Source: an optimization exercise on an open RTL-to-GDS flow (aim: small area, a short achievable clock period and few clock cycles per item). Production flows keep margins and buffers that such runs may drop. In this exercise RTL edits were held to simulation tests only and were not proved equivalent to the original. Power and IR drop assume default switching activity.

==> flow/design.v (outline; a module is shown in full before it is edited, if it fits) <==
// module multiplier: 1036 lines
// module mul_fa: 4 lines
// module mul_ha: 4 lines
module multiplier(
  output [63:0] prod,
  output busy,
  input [31:0] mc,
  input [31:0] mp,
  input clk,
  input rst,
  input start);
  // ...
==> flow/flow/run.sh <==
#!/bin/bash
# Layout flow: the standard flow (standard synthesis and ORFS steps), except
# that the port buffers inserted before global placement are buf_1 cells
# instead of the delay-cell buffers ORFS picks by default. Every input and
# output port still gets its own buffer.
set -euo pipefail
export BUFFER_PORTS_ARGS="-buffer_cell sky130_fd_sc_hd__buf_1"
bash standard.sh finish > standard_flow.log 2>&1
==> flow/standard.sh <==
#!/bin/bash
# synth_recipe.tcl (not shown) runs the flow's synth.tcl, then flattens the netlist and writes it again
# the make line also repeats each setting of config.mk as NAME=value (left out here)
make -C /OpenROAD-flow-scripts/flow DESIGN_CONFIG=/design/flow/config.mk WORK_HOME=/design/flow/orfs CLKGATE_MAP_FILE= SYNTH_SCRIPT=/design/flow/synth_recipe.tcl "${@:-finish}"
==> flow/config.mk <==
export PLATFORM = sky130hd
export DESIGN_NAME = multiplier
export DESIGN_NICKNAME = multiplier
export VERILOG_FILES = /design/flow/design.v
export SDC_FILE = /design/flow/constraint.sdc
export NUM_CORES = 4
export LEC_CHECK = 0
export CAP_MARGIN = 20
export CORE_MARGIN = 2
export CORE_UTILIZATION = 40
export SETUP_SLACK_MARGIN = 0.1
export SLEW_MARGIN = 20
export SYNTH_HIERARCHICAL = 1
export SYNTH_MINIMUM_KEEP_SIZE = 0
==> flow/constraint.sdc <==
create_clock -name core_clock -period 4.0 [get_ports {clk}]
set_input_delay 0.8000 -clock core_clock [delete_from_list [all_inputs] [get_ports {clk}]]
set_output_delay 0.8000 -clock core_clock [all_outputs]
set_load 0.01 [all_outputs]
==> out/metrics.yaml, run 1 <==
layout.cells.most_common_list: "219 x xnor2_1, 120 x buf_1, 118 x fa_1, 106 x buf_4, 102 x edfxtp_1"
dpl_cell_area_um2: 17720
yosysSeqAreaShare: 0.2764
areaGrowthSynthToFinish_pct: 22.81
async_flop_share: 0
clock_net_power_w: 0.00177
dieArea_um2: 40900
yosys.area_share.simple: 0.06289
worst-setup-path-type: "primary input to flip-flop"
grt_busiest_layer: "met2"
max-slew-margin-rel: 0.5834
via_count: 11480
final_common_cell: "xnor2_1"
p_clk_frac: 0.106
worst_slew_pin_slew_ps: 624.9
path_depth: 13
die_x_um: 202.2
outcome: "timing/DRC/antenna clean"
signal_buffers: 282
hold_path.startpoint: "cnt[0]"
ys.flop_type: "edfxtp_1"
seq_power_w: 0.00400
synthTopCellsByArea: "fa_1 24%, edfxtp_1 19%, xnor2_1 13%"
comb_power_share: 0.655
slowest_stage: "fa_1"
drv_slew: 0
fin_cells: 2109
Testbench counts, summed over its fixed seeds: cycles 9,600, items 3,200.
==> run 2, diff against run 1 <==
==> flow/flow/run.sh (replaced) <==
#!/bin/bash
# Layout flow: the standard flow (standard synthesis and ORFS steps), except
# that the port buffers inserted before global placement are buf_2 cells
# instead of the delay-cell buffers ORFS picks by default. Every input and
# output port still gets its own buffer.
set -euo pipefail
export BUFFER_PORTS_ARGS="-buffer_cell sky130_fd_sc_hd__buf_2"
bash standard.sh finish > standard_flow.log 2>&1
--- a/flow/config.mk
+++ b/flow/config.mk
@@ -8,6 +8,7 @@
 export CAP_MARGIN = 20
 export CORE_MARGIN = 2
 export CORE_UTILIZATION = 40
+export CTS_BUF_LIST = sky130_fd_sc_hd__clkbuf_8
 export SETUP_SLACK_MARGIN = 0.1
 export SLEW_MARGIN = 20
 export SYNTH_HIERARCHICAL = 1
==> out/metrics.yaml, run 2 <==
drc_errors: 0  # unchanged
synthTopCellsByCount: "230 x xnor2_1, 192 x fa_1, 125 x o22ai_1"  # unchanged
p_sw_frac: 0.4421  # was 0.4371
worstPathMaxFanout: 7  # was 6
period_share: 0.9786  # was 0.9738
rows: 72  # unchanged
rsz0062_at_grt: "yes"  # unchanged
reg_top3: "M (32), S (32), C (31)"  # unchanged
clock_sinks: 166  # unchanged
critPathTopFamily: "adder cells"  # unchanged
synthCells: 1417  # unchanged
muxShareOfSynthArea: 0.04705  # unchanged
antenna_found_initial: 1  # was 0
synth_fa_ha_area_frac: 0.2907  # unchanged
cpPeakStageDelay_ps: 510  # was 500 ps
outcome: "timing/DRC/antenna clean"  # unchanged
viasPerCell: 5.423  # was 5.444
finalSetupViolCount: 0  # unchanged
synth_seq_cells: 166  # unchanged
yosysSeqAreaShare: 0.2764  # unchanged
final_layout_size_suffix_gt1_frac: 0.3329  # was 0.2571
syn_avg_cell_area_um2: 11.09  # unchanged
drv_slew: 0  # unchanged
first_pass_iters: 5  # unchanged
cts_tree: "yes"  # unchanged
synth_xor_area_frac: 0.1349  # unchanged
slowest_stage: "fa_1"  # unchanged
yosysMostFrequentCell: "xnor2_1"  # unchanged
synth_compound_area_frac: 0.1216  # unchanged
grt_usage: 0.2261  # was 0.2281
final_common_cell: "xnor2_1"  # unchanged
clk_path_buf_depth: 2  # unchanged
critPathMostFrequentCell: "fa_1"
worstPathArrival_ps: 4180  # was 4120 ps
setup_slack_ps: 85.58  # was 104.9 ps
clk_latency_ps: 520  # was 470 ps
drv_cap: 0  # unchanged
cts_made_buffers: 17  # unchanged
grt_overflow: 0  # unchanged
cts_max_level: 4  # unchanged
io_pins: 132  # unchanged
clock_skew_ps: 30.40  # was 13.44 ps
fin_crit_ps: 3914  # was 3895 ps
final_util: 0.4973  # was 0.4983
port_buffers: 131  # unchanged
grt_busiest_layer: "met2"  # unchanged
power_density_nw_per_um2: 859.3  # was 868.1 nW/um^2
hpwl_um: 34960  # was 34740 um
wl_per_cell_um: 21.86  # was 22.01 um
synth_edf_count: 102  # unchanged
start_util: 0.4057  # unchanged
syn_area_um2: 15720  # unchanged
place_ws_ps: -435.3  # was -493.2 ps
grt_use_met2: 0.3860  # was 0.3817
grtUsageMet1: 0.2985  # was 0.2908
critPathRequiredTime_ps: 4270  # was 4220 ps
die_y_um: 202.2  # unchanged
synth_top_family_by_area: "adder cells"  # unchanged
drt_iter0_markers: 793  # was 817
coreArea_um2: 38740  # unchanged
p_int_w: 0.009234  # was 0.009431 W
yosys.area_share.simple: 0.06289  # unchanged
critPathLaunchType: "flip-flop"  # was primary input
max-slew-margin-rel: 0.6103  # was 0.5834
nets: 1902  # was 1895
worst_slew_pin_slew_ps: 584.6  # was 624.9 ps
grt_use_met3: 0.03579  # was 0.04579
p_clk_frac: 0.077  # was 0.106
yosysWarnings: 7  # unchanged
via_count: 11480  # unchanged
layout.cells.most_common_list: "224 x xnor2_1, 131 x buf_2, 119 x buf_4, 118 x fa_1, 102 x edfxtp_1"  # was 219 x xnor2_1, 120 x buf_1, 118 x fa_1, 106 x buf_4, 102 x edfxtp_1
fmax_mhz: 255.5  # was 256.7 MHz
synth_area_leader_cell: "fa_1"  # unchanged
final_antenna_net_count: 0  # unchanged
cts.clk_slew.worst_paths_ps: 110  # was 80 ps
crit_path_end_kind: "flip-flop"  # unchanged
synth_cell_types: 53  # unchanged
hold_viol_final: 0  # unchanged
areaGrowthSynthToFinish_pct: 22.56  # was 22.81%
p_seq_frac: 0.242  # was 0.239
ir_drop_uv: 454.6  # was 411.8 uV
place_congestion: 0.8905  # was 0.8700
cts-hold-fix-buffers: 0  # unchanged
dieArea_um2: 40900  # unchanged
switchingPower_w: 0.007319  # was 0.007325 W
synthTopCellsByArea: "fa_1 24%, edfxtp_1 19%, xnor2_1 13%"  # unchanged
power.leakage_nw: 7.521  # was 7.254 nW
comb_power_share: 0.681  # was 0.655
path_cells: "buf_4 > nand2_1 > inv_4 > buf_12 > buf_4 > xnor2_1 > fa_1 > fa_2 > fa_2 > fa_1 > fa_1 > ha_1"  # was buf_1 > or3b_4 > a21oi_4 > buf_4 > a21oi_4 > buf_4 > o22ai_2 > xnor2_1 > fa_2 > fa_2 > fa_1 > fa_1 > ha_1
die_x_um: 202.2  # unchanged
synth_top_area_frac: 0.2445  # unchanged
async_flop_share: 0  # unchanged
grt_pass1_wl_um: 70080  # was 70350 um
path_buf_inv: 4  # was 3
routed_wl_um: 46280  # was 46410 um
grt_max_degree: 63  # unchanged
worst-setup-path-type: "flip-flop to flip-flop"  # was primary input to flip-flop
ys.flop_type: "edfxtp_1"  # unchanged
cts_root_buf: "clkbuf_8"  # was clkbuf_16
grt_pass1_vias: 11830  # was 12000
hold_path_class: "primary input to flip-flop"  # was flip-flop to flip-flop
## run 2: cell counts after synthesis
No cell type changed its count.
## run 2: worst paths after layout
kind	start	cells past startpoint	slack [ps]	end
setup / recovery	busy_r	12	90	S[5]
hold / removal	rst	2	430	busy_r
setup reg to reg	busy_r	12	90	S[5]
hold reg to reg	cnt[0]	1	440	cnt[0]
## run 2: layer usage
layer / routed length (um) / part of all wire
met1: 19670 / 0.42
met2: 23010 / 0.50
met3: 2342 / 0.051
met4: 1266 / 0.027
met5: 0 / 0
## run 2: modules after synthesis, one instance, submodules excluded
module	cell area, um^2	times used
multiplier	11790	1
mul_ha	12.51	7
mul_fa	20.02	192
## run 2: final cells by class
cell class                      instances  area [um^2]
Inverter                               63        239.0
Clock inverter                         15        183.9
Antenna cell                            1        2.502
Clock buffer                           17        234.0
Sequential cell                       166         4348
Multi-Input combinational cell       1047        11250
Fill cell                            3520        19470
Tap cell                              518        648.1
Timing Repair Buffer                  290         2354
## run 2: per-stage QoR
stage / hold slack (ps) / std cells / TNS (ps) / area (um^2) / power (W)
after floorplan: 389.6 / 1421 / -797.6 / 16300 / 0.01154
after global placement: 399.5 / 2040 / -38480 / 17840 / 0.01430
after detailed placement: 419.7 / 2041 / -19290 / 17860 / 0.01453
after CTS: 392.7 / 2088 / 0 / 18700 / 0.01618
after global routing: 402.0 / 2117 / -44.63 / 19260 / 0.01821
final: 426.6 / 2117 / 0 / 19260 / 0.01655
## run 2: power groups by stage
stage          Clock (W)  Combinational [W]  Sequential, W
3_5_place_dp           0             0.0105        0.00404
6_report         0.00128             0.0113        0.00401
3_3_place_gp           0             0.0103        0.00403
2_1_floorplan          0            0.00779        0.00375
5_1_grt          0.00138             0.0128        0.00408
4_1_cts          0.00132             0.0109        0.00399
## run 2: kinds of logic (layout without fill, tap and decap cells)
group / after synthesis / after routing
compound gates: 290 / 290
flops: 166 / 166
buf+inv: 208 / 385
xor+xnor: 242 / 242
fa+ha+maj: 250 / 250
mux: 72 / 72
other cells: 1 / 6
simple gates: 188 / 188
## run 2: timing repair
action                                 4_1_cts  5_1_grt
gates cloned                                 3        3
setup buffers                               12       25
gates resized for setup                     54       60
setup endpoints to repair                   65       66
endpoints found under the hold margin        0        0
pin swaps                                   29       37
==> run 3, diff against run 2 <==
--- a/flow/config.mk
+++ b/flow/config.mk
@@ -8,7 +8,6 @@
 export CAP_MARGIN = 20
 export CORE_MARGIN = 2
 export CORE_UTILIZATION = 40
-export CTS_BUF_LIST = sky130_fd_sc_hd__clkbuf_8
 export SETUP_SLACK_MARGIN = 0.1
 export SLEW_MARGIN = 20
 export SYNTH_HIERARCHICAL = 1
==> out/metrics.yaml, run 3 <==
outcome: "timing/DRC/antenna clean"  # unchanged
cts_tree: "yes"  # unchanged
hold_path_class: "flip-flop to flip-flop"  # was primary input to flip-flop
wl_per_cell_um: 22.03  # was 21.86 um
clock_sinks: 166  # unchanged
antenna_found_initial: 0  # was 1
rsz0062_at_grt: "yes"  # unchanged
regToRegSetupSlack_ps: 80  # was 90 ps
synthCells: 1417  # unchanged
io_pins: 132  # unchanged
synth_edf_count: 102  # unchanged
synth_cell_types: 53  # unchanged
fin_tns_setup_ps: 0  # unchanged
final_layout_size_suffix_gt1_frac: 0.3213  # was 0.3329
drt_iter0_markers: 763  # was 793
nets: 1879  # was 1902
multi_input_area_um2: 11260  # was 11250 um^2
synth_top_area_frac: 0.2445  # unchanged
stdcell_area_um2: 19230  # was 19260 um^2
fmax_mhz: 255.2  # was 255.5 MHz
routed_wl_um: 46100  # was 46280 um
power_density_nw_per_um2: 877.1  # was 859.3 nW/um^2
ir_drop_uv: 453.1  # was 454.6 uV
critPathRequiredTime_ps: 4220  # was 4270 ps
drv_slew: 0  # unchanged
async_flop_share: 0  # unchanged
critPathLaunchType: "flip-flop"  # unchanged
dieArea_um2: 40900  # unchanged
fin_crit_ps: 3919  # was 3914 ps
setup_slack_ps: 81.43  # was 85.58 ps
crit_path_end_kind: "flip-flop"  # unchanged
die_y_um: 202.2  # unchanged
die_x_um: 202.2  # unchanged
rows: 72  # unchanged
place_congestion: 0.8905  # unchanged
cts_made_buffers: 17  # unchanged
final_antenna_net_count: 0  # unchanged
hold_viol_final: 0  # unchanged
worst_slew_pin_slew_ps: 584.7  # was 584.6 ps
cts_max_level: 4  # unchanged
diodes: 0  # was 1
dpl_cell_area_um2: 17860  # unchanged
hpwl_um: 34960  # unchanged
syn_area_um2: 15720  # unchanged
yosysSeqAreaShare: 0.2764  # unchanged
register_area_um2: 4348  # unchanged
port_buffers: 131  # unchanged
worstPathArrival_ps: 4130  # was 4180 ps
grt_pass1_wl_um: 69260  # was 70080 um
clock_skew_ps: 18.32  # was 30.40 ps
grt_max_degree: 63  # unchanged
synthTopCellsByArea: "fa_1 24%, edfxtp_1 19%, xnor2_1 13%"  # unchanged
grt_pass1_vias: 11750  # was 11830
syn_avg_cell_area_um2: 11.09  # unchanged
cts_root_buf: "clkbuf_16"  # was clkbuf_8
yosysWarnings: 7  # unchanged
drv_cap: 0  # unchanged
fillCellCount: 3489  # was 3520
grt_usage: 0.2229  # was 0.2261
viasPerCell: 5.482  # was 5.423
worst-setup-path-type: "flip-flop to flip-flop"  # unchanged
coreArea_um2: 38740  # unchanged
synth_area_leader_cell: "fa_1"  # unchanged
placed_cells: 2041  # unchanged
reg_top3: "M (32), S (32), C (31)"  # unchanged
place_ws_ps: -435.3  # unchanged
power.leakage_nw: 7.465  # was 7.521 nW
fin_cells: 2093  # was 2117
clk_path_buf_depth: 2  # unchanged
synthTopCellsByCount: "230 x xnor2_1, 192 x fa_1, 125 x o22ai_1"  # unchanged
period_share: 0.9796  # was 0.9786
cts.clk_slew.worst_paths_ps: 80  # was 110 ps
grt_overflow: 0  # unchanged
clk_latency_ps: 460  # was 520 ps
worstPathMaxFanout: 11  # was 7
ys.flop_type: "edfxtp_1"  # unchanged
first_pass_iters: 5  # unchanged
areaGrowthSynthToFinish_pct: 22.35  # was 22.56%
synth_seq_cells: 166  # unchanged
final_common_cell: "xnor2_1"  # unchanged
start_util: 0.4057  # unchanged
drc_errors: 0  # unchanged
via_count: 11470  # was 11480
finalSetupViolCount: 0  # unchanged
yosysMostFrequentCell: "xnor2_1"  # unchanged
max-slew-margin-rel: 0.6102  # was 0.6103
layout.cells.most_common_list: "225 x xnor2_1, 131 x buf_2, 122 x fa_1, 102 x edfxtp_1, 101 x buf_4"  # was 224 x xnor2_1, 131 x buf_2, 119 x buf_4, 118 x fa_1, 102 x edfxtp_1
-- run 3: cell counts after synthesis --
Identical to the previous run, type by type.
-- run 3: per-layer routing --
metal,vias to the layer above,wire [um],track usage
met2,387,22990,0.3781
met5,-,0,0
met4,0,1148,0.06387
met3,70,2445,0.03886
li1,5149,-,-
met1,5868,19510,0.2932
-- run 3: final timing paths --
| path | end | cells after the start | startpoint |
|---|---|---|---|
| worst min register to register | cnt[0] | 1 | cnt[0] |
| worst max-delay path | S[22] | 11 | busy_r |
| worst min-delay path | cnt[0] | 1 | cnt[0] |
| worst max register to register | S[22] | 11 | busy_r |
-- run 3: kinds of logic (layout without fill, tap and decap cells) --
family                   after synthesis  count (layout)  synth area share
AO/OA/AOI/OAI                        290             290            0.1216
XOR/XNOR                             242             242            0.1349
adder cells (fa/ha/maj)              250             250            0.2907
buffers and inverters                208             362           0.06631
flip-flops                           166             166            0.2764
multiplexers                          72              72           0.04705
other                                  1               5         0.0002386
AND/OR/NAND/NOR                      188             188           0.06289
-- run 3: area by class of cell --
cell class / count / share of cell area
clock buffers: 17 / 0.02212
repair buffers: 267 / 0.1105
inverters: 63 / 0.01243
multi-input cells: 1047 / 0.5856
flip-flops and latches: 166 / 0.2261
well taps: 518 / 0.03370
clock inverters: 15 / 0.009565
-- run 3: critical path, cell delays in order (launching register included) --
cell and delay (ps):
dfxtp_4 380, and2_4 200, buf_12 160, o21ai_4 160
xnor2_2 130, buf_4 140, fa_2 470, fa_2 430
fa_2 390, fa_1 510, fa_1 440, ha_1 280
-- run 3: power by group --
group	leakage, nW	switching [W]	internal, W
Clock	0.294	0.000854	0.000845
Sequential	1.59	0.000655	0.00335
Combinational	5.58	0.00584	0.00532
Total	7.46	0.00735	0.00952
-- run 3: repair_timing --
item                                    4_1_cts  5_1_grt
gates cloned                                  1        4
pin swaps                                     9       42
setup buffers                                 5       10
gates resized for setup                      34       73
endpoints found under the setup margin       59       63
hold endpoints to repair                      0        0
hold buffers                                  0        0
-- run 3: metrics by stage --
step,hold WS (ps),total power (W),utilization
4_1_cts,435.7,0.01638,0.4820
6_report,438.4,0.01687,0.4964
2_1_floorplan,389.6,0.01154,-
3_5_place_dp,419.7,0.01453,0.4612
3_3_place_gp,399.5,0.01430,0.4605
5_1_grt,451.5,0.01858,0.4964
-- run 3: per-module statistics from Yosys (local to each module, per instance) --
module	flops+latches	cells	area (um^2)	times used
multiplier	166	1218	11790	1
mul_ha	0	1	12.51	7
mul_fa	0	1	20.02	192
==> run 4, diff against run 3 <==
--- a/flow/config.mk
+++ b/flow/config.mk
@@ -8,7 +8,7 @@
 export CAP_MARGIN = 20
 export CORE_MARGIN = 2
 export CORE_UTILIZATION = 40
-export SETUP_SLACK_MARGIN = 0.1
+export SETUP_SLACK_MARGIN = 0.05
 export SLEW_MARGIN = 20
 export SYNTH_HIERARCHICAL = 1
 export SYNTH_MINIMUM_KEEP_SIZE = 0
==> out/metrics.yaml, run 4 <==
outcome: "timing/DRC/antenna clean"  # unchanged
place_congestion: 0.9043  # was 0.8905
clk_latency_ps: 460  # about the same
synth_fa_ha_area_frac: 0.2907  # unchanged
viasPerCell: 5.393  # was 5.482
rows: 72  # unchanged
synth_area_leader_cell: "fa_1"  # unchanged
fin_crit_ps: 3955  # was 3919 ps
async_flop_share: 0  # unchanged
synth_top_area_frac: 0.2445  # unchanged
synth_compound_area_frac: 0.1216  # unchanged
cts_root_buf: "clkbuf_16"  # unchanged
drt_iter0_markers: 790  # was 763
critPathLaunchType: "flip-flop"  # unchanged
layout.cells.most_common_list: "227 x xnor2_1, 131 x buf_2, 129 x fa_1, 113 x buf_4, 102 x edfxtp_1"  # was 225 x xnor2_1, 131 x buf_2, 122 x fa_1, 102 x edfxtp_1, 101 x buf_4
yosysMostFrequentCell: "xnor2_1"  # unchanged
grt_pass1_wl_um: 70370  # was 69260 um
yosys.area_share.simple: 0.06289  # unchanged
clock_skew_ps: 15.55  # was 18.32 ps
synth_top_family_by_area: "adder cells"  # unchanged
fin_cells: 2103  # was 2093
drv_cap: 0  # unchanged
die_x_um: 202.2  # unchanged
worst-setup-path-type: "flip-flop to flip-flop"  # unchanged
ir_drop_uv: 521.5  # was 453.1 uV
synthTopCellsByArea: "fa_1 24%, edfxtp_1 19%, xnor2_1 13%"  # unchanged
synth_cell_types: 53  # unchanged
final_layout_size_suffix_gt1_frac: 0.3049  # was 0.3213
period_share: 0.9889  # was 0.9796
grt_overflow: 0  # unchanged
power_density_nw_per_um2: 895.1  # was 877.1 nW/um^2
finalSetupViolCount: 0  # unchanged
synth_seq_cells: 166  # unchanged
ys.flop_type: "edfxtp_1"  # unchanged
worst_slew_pin_slew_ps: 569.7  # was 584.7 ps
via_count: 11340  # was 11470
clk_path_buf_depth: 2  # unchanged
io_pins: 132  # unchanged
yosysWarnings: 7  # unchanged
worstPathMaxFanout: 14  # was 11
synth_edf_count: 102  # unchanged
synth_xor_area_frac: 0.1349  # unchanged
whs_ps: 428.9  # was 438.4 ps
max-slew-margin-rel: 0.6202  # was 0.6102
cts_max_level: 4  # unchanged
cts_made_buffers: 17  # unchanged
final_antenna_net_count: 0  # unchanged
wl_per_cell_um: 21.53  # was 22.03 um
antenna_found_initial: 1  # was 0
drv_slew: 0  # unchanged
grt_pass1_vias: 11860  # was 11750
areaGrowthSynthToFinish_pct: 20.45  # was 22.35%
routed_wl_um: 45270  # was 46100 um
muxShareOfSynthArea: 0.04705  # unchanged
port_buffers: 131  # unchanged
wl_met2_um: 22460  # was 22990 um
die_y_um: 202.2  # unchanged
coreArea_um2: 38740  # unchanged
rsz0062_at_grt: "yes"  # unchanged
reg_top3: "M (32), S (32), C (31)"  # unchanged
synthCells: 1417  # unchanged
wl_met1_um: 19580  # was 19510 um
hold_path_class: "flip-flop to flip-flop"  # unchanged
clock_sinks: 166  # unchanged
syn_area_um2: 15720  # unchanged
routed.top_layer: "met4"  # unchanged
final_common_cell: "xnor2_1"  # unchanged
nets: 1888  # was 1879
cts.clk_slew.worst_paths_ps: 70  # was 80 ps
dieArea_um2: 40900  # unchanged
worstPathArrival_ps: 4170  # was 4130 ps
placed_cells: 2051  # was 2041
start_util: 0.4057  # unchanged
critPathRequiredTime_ps: 4210  # was 4220 ps
grt_max_degree: 67  # was 63
wl_met3_um: 2309  # was 2445 um
power.leakage_nw: 7.438  # was 7.465 nW
grt_usage: 0.2267  # was 0.2229
cts-hold-fix-buffers: 0  # unchanged
cts_tree: "yes"  # unchanged
first_pass_iters: 5  # unchanged
syn_avg_cell_area_um2: 11.09  # unchanged
drc_errors: 0  # unchanged
hpwl_um: 35760  # was 34960 um
crit_path_end_kind: "flip-flop"  # unchanged
yosysSeqAreaShare: 0.2764  # unchanged
synthTopCellsByCount: "230 x xnor2_1, 192 x fa_1, 125 x o22ai_1"  # unchanged
hold_viol_final: 0  # unchanged
fmax_mhz: 252.8  # was 255.2 MHz
run 4: cell counts after synthesis:
No cell type changed its count.
run 4: repair_timing:
item / CTS / global route
gates resized for setup: 21 / 43
pin swaps: 8 / 12
buffers inserted: 6 / 13
endpoints found under the setup margin: 35 / 47
run 4: metal layers:
layer  vias up  global-route usage
met2       298              0.3845
met5         -                   0
li1       5177                   -
met1      5810              0.2945
met3        57             0.04595
met4         0             0.06387
run 4: power by group:
group	total, W	switching, W	internal (W)
clock	0.00176	0.000806	0.000952
sequential	0.00397	0.000615	0.00335
combinational	0.0112	0.00598	0.00524
run 4: metrics by stage:
stage / setup slack [ps] / instance area [um^2] / util / power, W / TNS [ps]
6_report: 44.52 / 18930 / 0.4887 / 0.01695 / 0
5_1_grt: -32.91 / 18930 / 0.4887 / 0.01858 / -35.14
4_1_cts: 41.63 / 18670 / 0.4819 / 0.01693 / 0
3_5_place_dp: -259.9 / 17930 / 0.4630 / 0.01499 / -9414
3_3_place_gp: -234.7 / 17930 / 0.4630 / 0.01457 / -7545
2_1_floorplan: -88.96 / 16290 / - / 0.01155 / -983.2
run 4: critical path: stages, from the launching register on:
cell and delay, ps:
dfxtp_4 420, buf_8 200, mux2i_4 320, inv_1 160
fa_1 530, fa_1 450, fa_1 420, fa_1 520
fa_1 430, ha_1 280
run 4: cells by family after synthesis:
kind of cell,count (synthesis)
XOR/XNOR,242
AO/OA/AOI/OAI,290
buffers and inverters,208
other,1
multiplexers,72
adder cells (fa/ha/maj),250
AND/OR/NAND/NOR,188
flip-flops,166
run 4: final cells by class:
| type | instances | area, um^2 |
|---|---|---|
| Fill cell | 3532 | 19810 |
| Multi-Input combinational cell | 1047 | 11020 |
| Sequential cell | 166 | 4348 |
| Timing Repair Buffer | 276 | 2067 |
| Tap cell | 518 | 648.1 |
| Clock buffer | 18 | 429.2 |
| Inverter | 63 | 236.5 |
| Clock inverter | 14 | 176.4 |
| Antenna cell | 1 | 2.502 |
run 4: final timing paths:
| path | cells after the start | start | to | slack (ps) |
|---|---|---|---|---|
| setup reg to reg | 9 | busy_r | Ls[11] | 40 |
| hold / removal | 1 | cnt[0] | cnt[0] | 430 |
| hold reg to reg | 1 | cnt[0] | cnt[0] | 430 |
| setup / recovery | 9 | busy_r | Ls[11] | 40 |
run 4: modules after synthesis (local to each module, per instance):
module	cells	cell area (um^2)	flip-flops and latches
multiplier	1218	11790	166
mul_fa	1	20.02	0
mul_ha	1	12.51	0

[afterwards: timing with drivers on the ports]
In the flow no input, the clock included, has a driving cell. The finished layouts below were timed again as built, in two steps.
Step 1 sets driving cells, clkbuf_16 on the clock port and buf_2 on the other inputs (assumed; they add their load-dependent delay and slew).
Step 2 times the ports against the registers' clock, not the clock port: input delays grow and output delays shrink by t, the midpoint of the rising clock arrivals with the driver on.
a / b / c = no drivers / after step 1 / after step 2; a / b = the first two.
run | t (ns) | setup WS [ns] | worst slew at a driven data input, ns | pins driven straight from the clock port
run 1 | 0.520 | 0.105 / 0.106 / -0.392 | 0.06 | 1
run 2 | 0.551 | 0.086 / 0.086 / -0.319 | 0.07 | 1
run 3 | 0.499 | 0.081 / 0.081 / -0.385 | 0.06 | 1
run 4 | 0.506 | 0.045 / 0.045 / -0.296 | 0.07 | 1
Met with ideal ports but missed after step 2: setup timing in every run listed. For run 1, which loses most, drivers alone change the setup slack by +0.001 ns; drivers and shift together by -0.497 ns.
